From an optimization exercise on the open Yosys and OpenROAD flow, aimed at small area, a short achievable clock period and few clock cycles; shortcuts taken in it are not production practice. In this exercise RTL edits were held to simulation tests only and were not proved equivalent to the original. Power is estimated from default activity; no workload was simulated.

Setup of run 1:
==> flow/design.v (excerpt) <==
module conv_pool (clk, rst, in_valid, in_ready, in_w, in_x0, in_x1, in_x2, in_x3,
                  in_bias, in_last, out_valid, out_z);
Size: roughly 4,200 cells after synthesis, about 0.040 sq mm of cells after synthesis.
Settings: LEC_CHECK=0, CAP_MARGIN=75, CORE_MARGIN=2, CORE_UTILIZATION=40, PLACE_DENSITY=0.75, SLEW_MARGIN=75, BUFFER_PORTS_ARGS=-buffer_cell sky130_fd_sc_hd__buf_2; clock period 11.0 ns.
standard.sh (not shown) runs the stock make flow with config.mk's settings and CLKGATE_MAP_FILE= SYNTH_SCRIPT=/design/flow/synth_recipe.tcl, a recipe that flattens the netlist after the stock synthesis.
==> flow/flow/run.sh <==
#!/bin/bash
# Layout flow: the standard flow (standard.sh), with one change: the
# buffers that buffer_ports puts on every input and output port are buf_2
# cells instead of ORFS's default pick, the delay buffer clkdlybuf4s50_1.
set -euo pipefail
echo 'export BUFFER_PORTS_ARGS = -buffer_cell sky130_fd_sc_hd__buf_2' >> config.mk
bash standard.sh > standard.log 2>&1
Run 1 | status: complete | timing, DRC, antenna: pass
Testbench counts of run 1, summed over its fixed seeds: cycles 17,796.
Changes in run 2 relative to run 1:
# run 1
export LEC_CHECK = 0
export CAP_MARGIN = 75
export CORE_MARGIN = 2
export CORE_UTILIZATION = 40
export PLACE_DENSITY = 0.75
export SLEW_MARGIN = 75
export BUFFER_PORTS_ARGS = -buffer_cell sky130_fd_sc_hd__buf_2
create_clock -name core_clock -period 11.0 [get_ports {clk}]
# run 2
export LEC_CHECK = 0
export CAP_MARGIN = 70
export CORE_MARGIN = 2
export CORE_UTILIZATION = 40
export PLACE_DENSITY = 0.75
export SLEW_MARGIN = 70
create_clock -name core_clock -period 11.0 [get_ports {clk}]
==> flow/run.sh (new file) <==
#!/bin/bash
# synth_recipe.tcl (not shown) runs the flow's synth.tcl, then flattens the netlist and writes it again
# the make line also repeats each setting of config.mk as NAME=value (left out here)
make -C /OpenROAD-flow-scripts/flow DESIGN_CONFIG=/design/flow/config.mk WORK_HOME=/design/flow/orfs CLKGATE_MAP_FILE= SYNTH_SCRIPT=/design/flow/synth_recipe.tcl finish
removed: flow/flow/run.sh
removed: flow/standard.sh
Notes after the runs:
- The combinational power share number comes out lower for run 2 vs run 1.
- Overall power consumption: run 2 < run 1
- Critical path depth for run 2 is lower than for run 1.
- Run 2 — final cell utilization of the core 0.80 points higher, run 1 as reference
--- input diff run 2..run 3 ---
# run 2
export LEC_CHECK = 0
export CAP_MARGIN = 70
export CORE_MARGIN = 2
export CORE_UTILIZATION = 40
export PLACE_DENSITY = 0.75
export SLEW_MARGIN = 70
create_clock -name core_clock -period 11.0 [get_ports {clk}]
# run 3
export LEC_CHECK = 0
export CAP_MARGIN = 70
export CORE_MARGIN = 2
export CORE_UTILIZATION = 40
export PLACE_DENSITY = 0.75
export SLEW_MARGIN = 70
export BUFFER_PORTS_ARGS = -buffer_cell sky130_fd_sc_hd__buf_2
create_clock -name core_clock -period 11.0 [get_ports {clk}]
==> flow/flow/run.sh (new file) <==
#!/bin/bash
# Layout flow: the standard flow (standard.sh), with one change: the
# buffers that buffer_ports puts on every input and output port are buf_2
# cells instead of ORFS's default pick, the delay buffer clkdlybuf4s50_1.
set -euo pipefail
echo 'export BUFFER_PORTS_ARGS = -buffer_cell sky130_fd_sc_hd__buf_2' >> config.mk
bash standard.sh > standard.log 2>&1
==> flow/standard.sh (new file) <==
#!/bin/bash
# synth_recipe.tcl (not shown) runs the flow's synth.tcl, then flattens the netlist and writes it again
# the make line also repeats each setting of config.mk as NAME=value (left out here)
make -C /OpenROAD-flow-scripts/flow DESIGN_CONFIG=/design/flow/config.mk WORK_HOME=/design/flow/orfs CLKGATE_MAP_FILE= SYNTH_SCRIPT=/design/flow/synth_recipe.tcl "${@:-finish}"
removed: flow/run.sh
## What came out
NOTE: power share of the clock group in run 3 falls short of that of run 2
Changes observed in run 3 relative to run 2: overall routed net length saw a decrease; final worst-path setup slack saw an increase; total power saw a decrease.
Relative to run 3, the following input files were edited for run 4:
# run 3
export LEC_CHECK = 0
export CAP_MARGIN = 70
export CORE_MARGIN = 2
export CORE_UTILIZATION = 40
export PLACE_DENSITY = 0.75
export SLEW_MARGIN = 70
export BUFFER_PORTS_ARGS = -buffer_cell sky130_fd_sc_hd__buf_2
create_clock -name core_clock -period 11.0 [get_ports {clk}]
# run 4
export LEC_CHECK = 0
export CAP_MARGIN = 70
export CORE_MARGIN = 2
export CORE_UTILIZATION = 55
export PLACE_DENSITY = 0.85
export SLEW_MARGIN = 70
export BUFFER_PORTS_ARGS = -buffer_cell sky130_fd_sc_hd__buf_2
create_clock -name core_clock -period 11.0 [get_ports {clk}]
## What came out
Run 4 reached the final stage; the timing, DRC and antenna checks on its layout passed. From run 3 to run 4 the numbers moved as follows: number of routed nets with antenna violations about even, clock transition time at the flip-flop clock pins of the worst setup and hold paths held steady. When run 4 is set beside run 3, its met2 capacity usage during global routing turns out to be 15 points larger. As far as non-clock buffering overhead in the final layout is concerned, run 4 and run 3 perform about the same. Between run 3 and run 4, the flow reports total power increasing by a few percent.
> inputs changed (run 4 -> run 5)
# run 4
export LEC_CHECK = 0
export CAP_MARGIN = 70
export CORE_MARGIN = 2
export CORE_UTILIZATION = 55
export PLACE_DENSITY = 0.85
export SLEW_MARGIN = 70
export BUFFER_PORTS_ARGS = -buffer_cell sky130_fd_sc_hd__buf_2
create_clock -name core_clock -period 11.0 [get_ports {clk}]
# run 5
export LEC_CHECK = 0
export CAP_MARGIN = 50
export CORE_MARGIN = 2
export CORE_UTILIZATION = 40
export PLACE_DENSITY = 0.75
export SLEW_MARGIN = 50
export BUFFER_PORTS_ARGS = -buffer_cell sky130_fd_sc_hd__buf_2
create_clock -name core_clock -period 11.0 [get_ports {clk}]
### Flow results
- Taking run 5 over run 4, the well-tap cell count ratio works out to 1.4.
- Measured against each other, run 5 and run 4 differ in fraction of power consumed by combinational cells, the lower figure coming from run 5.
- Run 5 vs. run 4: final setup slack of the worst path fell by 0.39 ns; overall routed net length fell by 1.9%; final period demand of the worst path rose by 0.39 ns.
- Run 5 vs run 4: pin count of the biggest net entering global routing up in run 5
- Run 5 packs its core more loosely than run 4.

==> separate check: timing with driven ports <==
Ports are ideal in the flow. The routed layouts listed here were re-timed in OpenROAD.
Step 1, drivers: a clkbuf_16 drives clk and a buf_2 each remaining input, both assumed.
Step 2 times the ports against the registers' clock, not the clock port: input delays grow and output delays shrink by t, the midpoint of the rising clock arrivals with the driver on.
a / b / c = ideal / step 1 / step 2; a / b = the first two.
| run | t (ns) | setup slack, ns | hold WS [ns] |
|---|---|---|---|
| run 1 | 0.704 | 7.115 / 7.115 / 7.115 | 0.324 / 0.324 / 0.324 |
| run 2 | 0.687 | 7.017 / 7.017 / 7.017 | 0.323 / 0.323 / 0.323 |
| run 3 | 0.694 | 7.035 / 7.035 / 7.035 | 0.324 / 0.324 / 0.324 |
| run 4 | 0.691 | 6.906 / 6.906 / 6.906 | 0.320 / 0.320 / 0.320 |
| run 5 | 0.690 | 6.515 / 6.515 / 6.515 | 0.325 / 0.325 / 0.325 |
After both steps every run listed still meets setup and hold.
